From an optimization exercise on the open Yosys and OpenROAD flow, aimed at small area, a short achievable clock period and few clock cycles per item; shortcuts taken in it are not production practice.
Function was checked by simulation only, so behaviour that the tests miss may differ from the original.

`design/flow/config.mk`:
```
export PLATFORM = sky130hd
export DESIGN_NAME = avalon_accel
export DESIGN_NICKNAME = avalon_accel
export VERILOG_FILES = /design/flow/design.v
export SDC_FILE = /design/flow/constraint.sdc
export NUM_CORES = 4
export LEC_CHECK = 0
export CAP_MARGIN = 20
export CORE_MARGIN = 2
export CORE_UTILIZATION = 50
export PLACE_DENSITY = 0.65
export SETUP_SLACK_MARGIN = 2.5
export SLEW_MARGIN = 20
```
`design/flow/constraint.sdc`:
```
create_clock -name core_clock -period 7.0 [get_ports {clk}]
set_input_delay 1.4000 -clock core_clock [delete_from_list [all_inputs] [get_ports {clk}]]
set_output_delay 1.4000 -clock core_clock [all_outputs]
set_load 0.01 [all_outputs]
```
`design/flow/run.sh`:
```
#!/bin/bash
# synth_recipe.tcl (not shown) runs the flow's synth.tcl, then flattens the netlist and writes it again
# the make line also repeats each setting of config.mk as NAME=value (left out here)
make -C /OpenROAD-flow-scripts/flow DESIGN_CONFIG=/design/flow/config.mk WORK_HOME=/design/flow/orfs CLKGATE_MAP_FILE= SYNTH_SCRIPT=/design/flow/synth_recipe.tcl finish
```
`design/flow/design.v`:
```
package present_pkg;
localparam N_ROUNDS = 32;
localparam ROUNDS_PER_CYCLE = 4;
localparam N_CYCLES = (N_ROUNDS + ROUNDS_PER_CYCLE - 1) / ROUNDS_PER_CYCLE;
localparam CT_STAGE = N_ROUNDS - (N_CYCLES - 1) * ROUNDS_PER_CYCLE - 1;
localparam CW = (N_CYCLES <= 2) ? 1 : (N_CYCLES <= 4) ? 2 : (N_CYCLES <= 8) ? 3 : (N_CYCLES <= 16) ? 4 : 5;
endpackage
import present_pkg::*;
module present_dp (
  input  [63:0]  d,
  input  [127:0] k,
  input  [CW-1:0] cyc,
  output logic [63:0]  d_next,
  output logic [127:0] k_next,
  output logic [63:0]  ct
);
function [3:0] fSBox (input [3:0] x);
  fSBox[0] = (x[1]&x[2]) ^ x[2] ^ x[3] ^ x[0];
  fSBox[1] = (x[1]&x[3]) ^ (x[0]&x[1]&x[2]) ^ (x[0]&x[2]&x[3]) ^ (x[2]&x[3]) ^
             (x[0]&x[1]&x[3]) ^ x[3] ^ x[1];
  fSBox[2] = ~((x[0]&x[3]) ^ (x[0]&x[1]) ^ (x[0]&x[2]&x[3]) ^ (x[1]&x[3]) ^
               (x[0]&x[1]&x[3]) ^ x[3] ^ x[2]);
  fSBox[3] = ~((x[0]&x[1]&x[3]) ^ (x[1]&x[2]) ^ (x[0]&x[1]&x[2]) ^ (x[0]&x[2]&x[3]) ^
               x[3] ^ x[1] ^ x[0]);
endfunction
function [63:0] P (input [63:0] x);
integer b;
begin
  for (b = 0; b < 63; b = b + 1)
    P[(16*b) % 63] = x[b];
  P[63] = x[63];
end
endfunction
always_comb begin : rounds
  integer j, sb;
  logic [63:0]  dd, ax;
  logic [127:0] kk;
  logic [4:0]   rc;
  dd = d;
  kk = k;
  ax = '0;
  ct = '0;
  for (j = 0; j < ROUNDS_PER_CYCLE; j = j + 1) begin
    rc = 5'(cyc * ROUNDS_PER_CYCLE + j + 1);
    ax = dd ^ kk[127:64];
    if (j == CT_STAGE) ct = ax;
    for (sb = 0; sb < 16; sb = sb + 1)
      dd[4*sb+3 -: 4] = fSBox(ax[4*sb+3 -: 4]);
    dd = P(dd);
    kk = {kk[66:0], kk[127:67]};
    kk = {fSBox(kk[127:124]), fSBox(kk[123:120]), kk[119:67], kk[66:62] ^ rc, kk[61:0]};
  end
  d_next = dd;
  k_next = kk;
end
endmodule
import present_pkg::*;
module present_ctrl (
  input            clk,
  input            nrst,
  input            ld,      
  input            run,     
  output           last,    
  output logic [CW-1:0] cyc
);
assign last = (cyc == CW'(N_CYCLES-1));
always_ff @(posedge clk)
  if (ld)
    cyc <= '0;
  else if (run && !last)
    cyc <= cyc + 1'b1;
endmodule
import present_pkg::*;
module present (
  input          clk,
  input          nrst,
  input          ld,
  input          busy,       
  input  [63:0]  plaintext,
  input  [127:0] key,
  output         ready,      
  output [63:0]  ciphertext
);
logic [63:0]  dreg;
logic [127:0] kreg;
wire  [63:0]  d_next;
wire  [127:0] k_next;
wire  [CW-1:0] cyc;
wire          last;
present_ctrl ctrl_i (
  .clk (clk),
  .nrst(nrst),
  .ld  (ld),
  .run (busy),
  .last(last),
  .cyc (cyc)
);
present_dp dp_i (
  .d     (dreg),
  .k     (kreg),
  .cyc   (cyc),
  .d_next(d_next),
  .k_next(k_next),
  .ct    (ciphertext)
);
always_ff @(posedge clk)
  if (ld) begin
    dreg <= plaintext;
    kreg <= key;
  end else if (!last) begin
    dreg <= d_next;
    kreg <= k_next;
  end
assign ready = !busy || last;
endmodule
module avalon_accel(
  input  clk,
  input  reset_n,
  input         avs_write,
  input  [31:0] avs_writedata,
  output [31:0] avs_readdata,
  input  [4:0]  avs_address,
  output logic avm_write,
  output logic avm_read,
  input         avm_waitrequest,
  output logic [31:0] avm_writedata,
  input  [31:0] avm_readdata,
  output logic [31:0] avm_address,
  output logic irq
);
logic [31:0] R [0:7];
wire [127:0] key_reg = {R[3], R[2], R[1], R[0]};
always_ff @(posedge clk or negedge reset_n)
  if (!reset_n)
    for (int i = 0; i < 8; i++)
      R[i] <= '0;
  else if (avs_write)
    R[avs_address[4:2]] <= avs_writedata;
logic act;
wire  run = act && !irq;
assign avs_readdata = (avs_address == 5'h1c) ? {31'b0, act} : R[avs_address[4:2]];
wire ctrl_wr = avs_write && (avs_address[4:2] == 3'd7);
localparam [1:0] WH = 2'd0, WL = 2'd1, RH = 2'd2, RL = 2'd3;
logic [1:0]  ph;
logic        breq;           
logic        bpt;            
logic        comp;           
logic [63:0] buff;           
logic [31:3] rd_ptr, wr_ptr;
logic [31:0] rem;            
logic        more;           
wire acc    = breq && !avm_waitrequest;
wire bdone  = (acc && (ph == RL || (ph == WL && !more))) || (run && !breq);
wire finish = acc && ph == WL && !more && !comp;
wire        ready;
wire [63:0] ct;
wire        swap = run && bdone && ready && !finish;
wire        newpt = (acc && ph == RL) || bpt;
wire [63:0] pt = {buff[63:32], breq ? avm_readdata : buff[31:0]};
assign avm_read      = breq && ph[1];
assign avm_write     = breq && !ph[1];
assign avm_address   = {ph[1] ? rd_ptr : wr_ptr, ph[0], 2'b00};
assign avm_writedata = ph[0] ? buff[31:0] : buff[63:32];
always_ff @(posedge clk or negedge reset_n)
  if (!reset_n) begin
    act  <= 1'b0;
    irq  <= 1'b0;
    breq <= 1'b0;
    bpt  <= 1'b0;
    comp <= 1'b0;
    ph   <= RH;
  end else begin
    if (!act) begin
      if (ctrl_wr && avs_writedata[0]) begin
        act  <= 1'b1;
        breq <= 1'b1;
        ph   <= RH;
        bpt  <= 1'b0;
        comp <= 1'b0;
      end
    end else if (irq) begin
      if (ctrl_wr && !avs_writedata[0]) begin
        act <= 1'b0;
        irq <= 1'b0;
      end
    end else begin
      if (finish) begin
        irq  <= 1'b1;
        breq <= 1'b0;
      end else if (swap) begin
        comp <= newpt;
        bpt  <= 1'b0;
        breq <= comp || more;
        ph   <= comp ? WH : RH;
      end else if (acc) begin
        case (ph)
          WH: ph <= WL;
          WL: if (more) ph <= RH; else breq <= 1'b0;
          RH: ph <= RL;
          RL: begin breq <= 1'b0; bpt <= 1'b1; end
        endcase
      end
    end
  end
always_ff @(posedge clk) begin
  if (!act) begin
    rd_ptr <= R[4][31:3];
    wr_ptr <= R[5][31:3];
    rem    <= R[6];
    more   <= 1'b1;
  end else begin
    if (acc && ph == RH) begin
      rem  <= rem - 32'd1;
      more <= (rem != 32'd1);
    end
    if (acc && ph == RL) rd_ptr <= rd_ptr + 29'd1;
    if (acc && ph == WL) wr_ptr <= wr_ptr + 29'd1;
  end
  if (swap)
    buff <= ct;
  else if (acc && ph == RH)
    buff[63:32] <= avm_readdata;
  else if (acc && ph == RL)
    buff[31:0] <= avm_readdata;
end
present core (
  .clk       (clk),
  .nrst      (reset_n),
  .ld        (swap),
  .busy      (comp),
  .plaintext (pt),
  .key       (key_reg),
  .ready     (ready),
  .ciphertext(ct)
);
endmodule
```
==> results of run 1 <==
==> stage by stage <==
step,cell area (um^2),hold slack (ns),cells
after floorplan,40800,0.440,4158
after global placement,43600,0.453,5243
after detailed placement,43600,0.458,5243
after CTS,48900,0.472,5484
after global routing,52000,0.502,5635
final,52100,0.474,5636
==> cells by family after synthesis <==
group | after synthesis | share of synthesized area [%]
AOI/OAI and AO/OA | 856 | 13.8
xor gates and xnor gates | 543 | 13.9
adders and majority gates | 10 | 0.306
buffers and inverters | 247 | 2.51
DFF | 613 | 41.8
muxes | 380 | 10.8
other | 1 | 0.00919
and+or+nand+nor | 1507 | 16.9
==> flip-flops by register name (all words and copies together), names as in the netlist <==
| signal | count |
|---|---|
| R | 256 |
| core.kreg | 128 |
| buff | 64 |
| core.dreg | 64 |
| rem | 32 |
| rd_ptr | 29 |
| wr_ptr | 29 |
| core.ctrl_i.cyc | 3 |
| ph | 2 |
| act | 1 |
| bpt | 1 |
| breq | 1 |
| comp | 1 |
| irq | 1 |
| more | 1 |
==> what timing repair did <==
action                                  CTS  global route
pin swaps                                38            94
endpoints found under the hold margin     0             0
cloned                                    9             3
buffers inserted                        104           147
endpoints found under the setup margin  136           189
resized for setup                       306           290
==> cell usage in the layout, fill, tap and decap left out, types with 135 or more instances in the layout <==
cell,count
nand2_1,616
nor2_1,378
edfxtp_1,346
mux2_2,298
buf_4,292
dfrtp_1,259
a21oi_1,254
o21ai_0,155
xnor2_1,149
clkdlybuf4s50_1,135
==> layer usage <==
metal,up-vias,track usage (%),wire length [um]
met5,-,0,46
met4,8,15.7,8310
met3,396,10.1,21600
met2,2121,54.5,69600
met1,18149,54.3,65200
li1,15820,-,-
==> cell type report <==
class	instances	area, um^2
Sequential cell	613	17100
Multi-Input combinational cell	3300	26400
Clock inverter	22	342
Inverter	38	150
Fill cell	6460	28600
Antenna cell	1	2.50
Tap cell	1060	1330
Clock buffer	106	2060
Timing Repair Buffer	496	4690
==> worst paths after layout <==
check,to,cells after the start,startpoint,slack (ns)
max,core.dreg[35]$_DFFE_PP_,14,core.kreg[95]$_DFFE_PP_,2.44
min,R[7][5]$_DFFE_PN0P_,2,R[7][5]$_DFFE_PN0P_,0.47
max reg2reg,core.dreg[35]$_DFFE_PP_,14,core.kreg[95]$_DFFE_PP_,2.44
min reg2reg,R[7][5]$_DFFE_PN0P_,2,R[7][5]$_DFFE_PN0P_,0.47
max in group asynchronous,R[0][29]$_DFFE_PN0P_,2,reset_n,4.70
min in group asynchronous,R[4][3]$_DFFE_PN0P_,1,reset_n,0.84
==> worst max-delay path: stages, from the launching register on <==
cell and delay, ns:
edfxtp_1 0.56, xnor2_2 0.34, xnor2_2 0.14, o221ai_2 0.34, xnor2_2 0.19, or4_1 0.53, nand4b_1 0.21, buf_4 0.18
xor2_4 0.22, nand2_1 0.09, xor2_1 0.18, xnor2_2 0.61, mux2_2 0.41, mux2i_1 0.17, o21ai_1 0.11
==> qor.csv, run 1 <==
stage;metric;value;unit
timing;final_hold_viol_count;0;
floorplanning;die_area;84000;um^2
clocking;clock_sinks;613;
clocking;clk_latency;0.65;ns
floorplanning;core;80700;um^2
timing;fmax;0.219;GHz
place;place_ws;1.21;ns
route;drtAntennaViolNets;0;
global_route;grt_first_pass_wirelength;228;mm
synth;synth-edff-count;346;
layout;drive_gt1_share;27.5;%
floorplanning;fp.dieH;290;um
global_route;antenna_found_initial;6;
route;drtIter0Drc;5092;
floorplanning;initial_core_util;50.6;%
worst_setup_path;crit_type;reg2reg;
layout;utilization;64.5;%
route;drc;0;
clocking;cts.htree.levels;3;
worst_setup_path;crit_fanout;6;
place;dp_hpwl;119;mm
worst_setup_path;crit_arrival;4.93;ns
synth;synth.area.top_cells;edfxtp_1, dfrtp_1, mux2_2;
timing;worst_pin_slew;1.31;ns
synth;synth_top_cell_by_area;edfxtp_1;
timing;fin_crit_sh;65.2;%
min_path;worstHoldPathType;reg2reg;
timing;setup_tns;0;ns
worst_setup_path;start_kind;flop;
synth;synth_most_common_cell;nand2_1;
synth;synthDominantCellAreaShare;25.4;%
timing;drv_slew;0;
global_route;grt-ovfl-total;0;
floorplanning;dieWidth;290;um
clocking;path_clk_slew;0.06;ns
status;status;complete, no violations;
place;gp_congestion;1.05;
clocking;cts_buffer_depth;3;
floorplanning;rows;104;
worst_setup_path;endpoint_kind;flop;
timing;maxSlewHeadroom;10.3;%
timing;setup_slack;2.44;ns
synth;synthFlopType;edfxtp_1;
timing;fin_worst_skew;0.0323;ns
synth;yosysWarnings;5;
global_route;grt_start_max_net_pins;154;
synth;synth_common_cells;nand2_1, nor2_1, edfxtp_1;
layout;nets;4603;
synth;async_flop_share;42.9;%
route;vias_per_cell;6.48;
synth;synth_seq_cells;613;
synth;synth.distinct_cells;110;
place;io_buffers;169;
clocking;cts_tree;done;
timing;period_minus_slack;4.56;ns
flow_run;maxCapViolations;0;
layout;areaGrowthSynthToFinish;27.5;%
route;routed_wl;165;mm
route;avgRoutedWirePerCell;29.2;um
clocking;cts_buffers;71;
route;dr.pass1.iters;8;
global_route;grt_pass1_vias;32762;
route;vias;36494;
clocking;cts_hold_buf;0;
timing;setup_viol;0;
clocking;cts_root_buf;clkbuf_16;
synth;synthCells;4157;
synth;syn_area;40800;um^2
timing;rsz0062_at_grt;yes;
global_route;grt.total_usage;38.0;%
worst_setup_path;required;7.37;ns
synth;syn_avg_cell_area;9.82;um^2
floorplanning;io-pin-count;172;
synth;synth-seq-area-share;41.8;%
Testbench counts, summed over its fixed seeds: cycles 15,956, blocks 1,681.
==> inputs of run 2 (changes only) <==
--- a/design/flow/design.v
+++ b/design/flow/design.v
@@ -147,8 +147,9 @@
 logic        comp;           
 logic [63:0] buff;           
 logic [31:3] rd_ptr, wr_ptr;
-logic [31:0] rem;            
 logic        more;           
+wire  [31:3] end_ptr = R[4][31:3] + R[6][28:0];
+wire  [31:3] rd_ptr_inc = rd_ptr + 29'd1;
 wire acc    = breq && !avm_waitrequest;
 wire bdone  = (acc && (ph == RL || (ph == WL && !more))) || (run && !breq);
 wire finish = acc && ph == WL && !more && !comp;
@@ -206,14 +207,10 @@
   if (!act) begin
     rd_ptr <= R[4][31:3];
     wr_ptr <= R[5][31:3];
-    rem    <= R[6];
     more   <= 1'b1;
   end else begin
-    if (acc && ph == RH) begin
-      rem  <= rem - 32'd1;
-      more <= (rem != 32'd1);
-    end
-    if (acc && ph == RL) rd_ptr <= rd_ptr + 29'd1;
+    if (acc && ph == RH) more <= (rd_ptr_inc != end_ptr);
+    if (acc && ph == RL) rd_ptr <= rd_ptr_inc;
     if (acc && ph == WL) wr_ptr <= wr_ptr + 29'd1;
   end
   if (swap)
--- a/design/flow/config.mk
+++ b/design/flow/config.mk
@@ -7,7 +7,7 @@
 export LEC_CHECK = 0
 export CAP_MARGIN = 20
 export CORE_MARGIN = 2
-export CORE_UTILIZATION = 50
-export PLACE_DENSITY = 0.65
+export CORE_UTILIZATION = 40
+export PLACE_DENSITY = 0.6
 export SETUP_SLACK_MARGIN = 2.5
 export SLEW_MARGIN = 20
==> run 2 against run 1 <==
First-iteration DRC count decreased by 12%; global-route usage decreased by 6.4 points; synthesized cell count increased by 3.4%; critical path type unchanged; fmax decreased by 2.2%; routed wire length increased by 6.9%; flip-flop and latch count decreased by 32; area after synthesis increased by 1.3%; utilization decreased by 13 points; final cell count increased by 7.9%.
==> qor.csv, run 2 <==
stage;metric;value;unit
status;status;complete, no violations;
global_route;grt_first_pass_wirelength;245;mm
synth;synth-seq-area-share;38.9;%
timing;period_minus_slack;4.67;ns
synth;synthCells;4297;
route;vias_per_cell;6.23;
global_route;antenna_found_initial;11;
floorplanning;core;102000;um^2
synth;synth_top_cell_by_area;edfxtp_1;
route;avgRoutedWirePerCell;28.9;um
flow_run;maxCapViolations;0;
place;placed_cells;5691;
synth;yosysWarnings;5;
layout;largest_reg_flops;256;
timing;fmax;0.214;GHz
worst_setup_path;start_kind;flop;
floorplanning;dieWidth;326;um
synth;synthFlopType;edfxtp_1;
layout;regMostFlops;R;
synth;synth-edff-count;314;
route;drtIter0Drc;4484;
clocking;cts_hold_buf;0;
clocking;cts_buffer_depth;3;
route;drc;0;
worst_setup_path;required;7.41;ns
clocking;path_clk_slew;0.06;ns
min_path;worstHoldPathType;reg2reg;
synth;synth.area.top_cells;edfxtp_1, dfrtp_1, mux2_2;
floorplanning;die_area;106000;um^2
global_route;grt_pass1_vias;34432;
floorplanning;io-pin-count;172;
floorplanning;fp.dieH;326;um
place;io_buffers;169;
timing;hold_slack;0.478;ns
layout;final_common_cell;nand2_1;
worst_setup_path;crit_fanout;9;
synth;synth_common_cells;nand2_1, nor2_1, edfxtp_1;
route;vias;37907;
synth;syn_avg_cell_area;9.62;um^2
timing;fin_worst_skew;0.0456;ns
layout;stdcell_count;6083;
global_route;grt_start_max_net_pins;154;
global_route;grt.total_usage;31.6;%
timing;final_hold_viol_count;0;
clocking;cts_tree;done;
place;gp_congestion;1.03;
route;routed_wl;176;mm
timing;setup_viol;0;
floorplanning;initial_core_util;40.5;%
timing;maxSlewHeadroom;14.3;%
synth;synth.distinct_cells;113;
layout;biggestRegsByFlops;R: 256 flops, core.kreg: 128 flops;
route;dr.pass1.iters;7;
route;drtAntennaViolNets;0;
clocking;cts_buffers;73;
layout;nets;4761;
clocking;clk_latency;0.67;ns
synth;syn_area;41400;um^2
timing;fin_crit_sh;66.7;%
layout;areaGrowthSynthToFinish;27.9;%
timing;rsz0062_at_grt;yes;
synth;synthDominantCellAreaShare;22.8;%
timing;drv_slew;0;
worst_setup_path;endpoint_kind;flop;
layout;fillers;9295;
synth;synth_most_common_cell;nand2_1;
worst_setup_path;crit_arrival;5.07;ns
floorplanning;rows;117;
synth;async_flop_share;45.3;%
place;dp_hpwl;129;mm
clocking;clock_sinks;581;
layout;layout_common_cells;nand2_1, nor2_1, edfxtp_1, mux2_2, buf_4;
clocking;cts_root_buf;clkbuf_16;
layout;drive_gt1_share;26.8;%
global_route;grt-ovfl-total;0;
timing;setup_tns;0;ns
synth;synth_seq_cells;581;
timing;worst_pin_slew;1.25;ns
worst_setup_path;crit_type;reg2reg;
clocking;cts.htree.levels;3;
run 2: changes by cell type after synthesis, moves of 11 or more:
cell      change
xnor2_1      +17
o22ai_1      +11
ha_1         +26
inv_1        +14
o21ai_0      +62
o211ai_1     +21
nor2_1       -66
a21o_1       +28
a21oi_1      -14
xor2_1       -19
nand3_1      +25
edfxtp_1     -32
a21boi_0     +11
run 2: critical path, cell delays in order, from the launching register on:
cell	delay, ns
edfxtp_1	0.56
xnor2_2	0.29
nand3_1	0.18
and4_2	0.28
xor2_4	0.20
and3_4	0.25
or4_4	0.60
xnor2_4	0.24
xnor3_2	0.32
o221ai_4	0.43
xor2_4	0.23
nand2b_1	0.27
o211a_1	0.23
o31ai_2	0.34
run 2: metrics by stage:
step,util (%),area [um^2],setup WS [ns]
after global routing,51.7,52900,2.25
after CTS,48.8,49900,2.37
final,51.7,52900,2.33
after detailed placement,43.6,44600,1.34
after floorplan,-,41400,2.61
after global placement,43.6,44500,1.41
run 2: kinds of logic (layout without fill, tap and decap cells):
kind of cell | count (synthesis) | in the layout | share of synthesized area [%]
other | 1 | 7 | 0.00907
AO/OA/AOI/OAI | 1043 | 1043 | 16.8
buffers and inverters | 264 | 671 | 2.57
multiplexers | 382 | 382 | 10.7
AND/OR/NAND/NOR | 1446 | 1450 | 15.9
XOR/XNOR | 543 | 544 | 14.0
adder cells (fa/ha/maj) | 37 | 37 | 1.14
flip-flops | 581 | 581 | 38.9
run 2: area by class of cell:
class,instances,area [um^2],share of cell area (%)
well taps,1368,1710,3.24
inverters,54,219,0.414
diodes,5,12.5,0.0237
flip-flops and latches,581,16100,30.5
multi-input cells,3458,27700,52.4
clock inverters,42,387,0.731
repair buffers,483,4680,8.86
clock buffers,92,2050,3.87
run 2: path summary, 6_finish.rpt:
| kind | startpoint | to | slack [ns] | cells past startpoint |
|---|---|---|---|---|
| worst max-delay path | core.dreg[6]$_DFFE_PP_ | core.dreg[47]$_DFFE_PP_ | 2.33 | 13 |
| worst min-delay path | R[7][22]$_DFFE_PN0P_ | R[7][22]$_DFFE_PN0P_ | 0.48 | 2 |
| worst max register to register | core.dreg[6]$_DFFE_PP_ | core.dreg[47]$_DFFE_PP_ | 2.33 | 13 |
| worst min register to register | R[7][22]$_DFFE_PN0P_ | R[7][22]$_DFFE_PN0P_ | 0.48 | 2 |
| max in group asynchronous | reset_n | act$_DFF_PN0_ | 4.62 | 2 |
| min in group asynchronous | reset_n | R[6][18]$_DFFE_PN0P_ | 0.78 | 1 |
run 2: timing repair:
action / 4_1_cts / 5_1_grt
gates resized for setup: 336 / 301
pin swaps: 29 / 104
buffers inserted: 99 / 140
setup endpoints to repair: 123 / 170
gates cloned: 11 / 2
run 2: per-layer routing:
| layer | routed length [um] | track usage (%) | vias up |
|---|---|---|---|
| li1 | - | - | 16546 |
| met1 | 68500 | 41.6 | 18757 |
| met2 | 77500 | 48.8 | 2112 |
| met3 | 17200 | 5.89 | 484 |
| met4 | 12800 | 18.0 | 8 |
| met5 | 55 | 0 | - |
Testbench counts of run 2, summed over its fixed seeds: cycles 15,956, blocks 1,681.

[re-timing with driven ports]
No port has a modelled driver above. Below, the same layouts with a new extraction and two added sets of constraints. Step 1 assumes that a clkbuf_16 drives the clock port and a buf_2 every other input. Step 2 times the ports against the registers' clock, not the clock port: input delays grow and output delays shrink by t, the midpoint of the rising clock arrivals with the driver on. a / b / c = ideal ports / drivers / drivers and shift; a / b = the first two.
run	shift t [ns]	setup slack, ns	slew at the worst register clock pin (ns)
run 1	0.708	2.438 / 2.314 / 2.185	0.07 / 0.07
run 2	0.728	2.334 / 2.334 / 2.264	0.07 / 0.07
After both steps setup and hold are still met in every run listed. For run 1, which loses most, drivers alone change the setup slack by -0.124 ns; drivers and shift together by -0.253 ns.
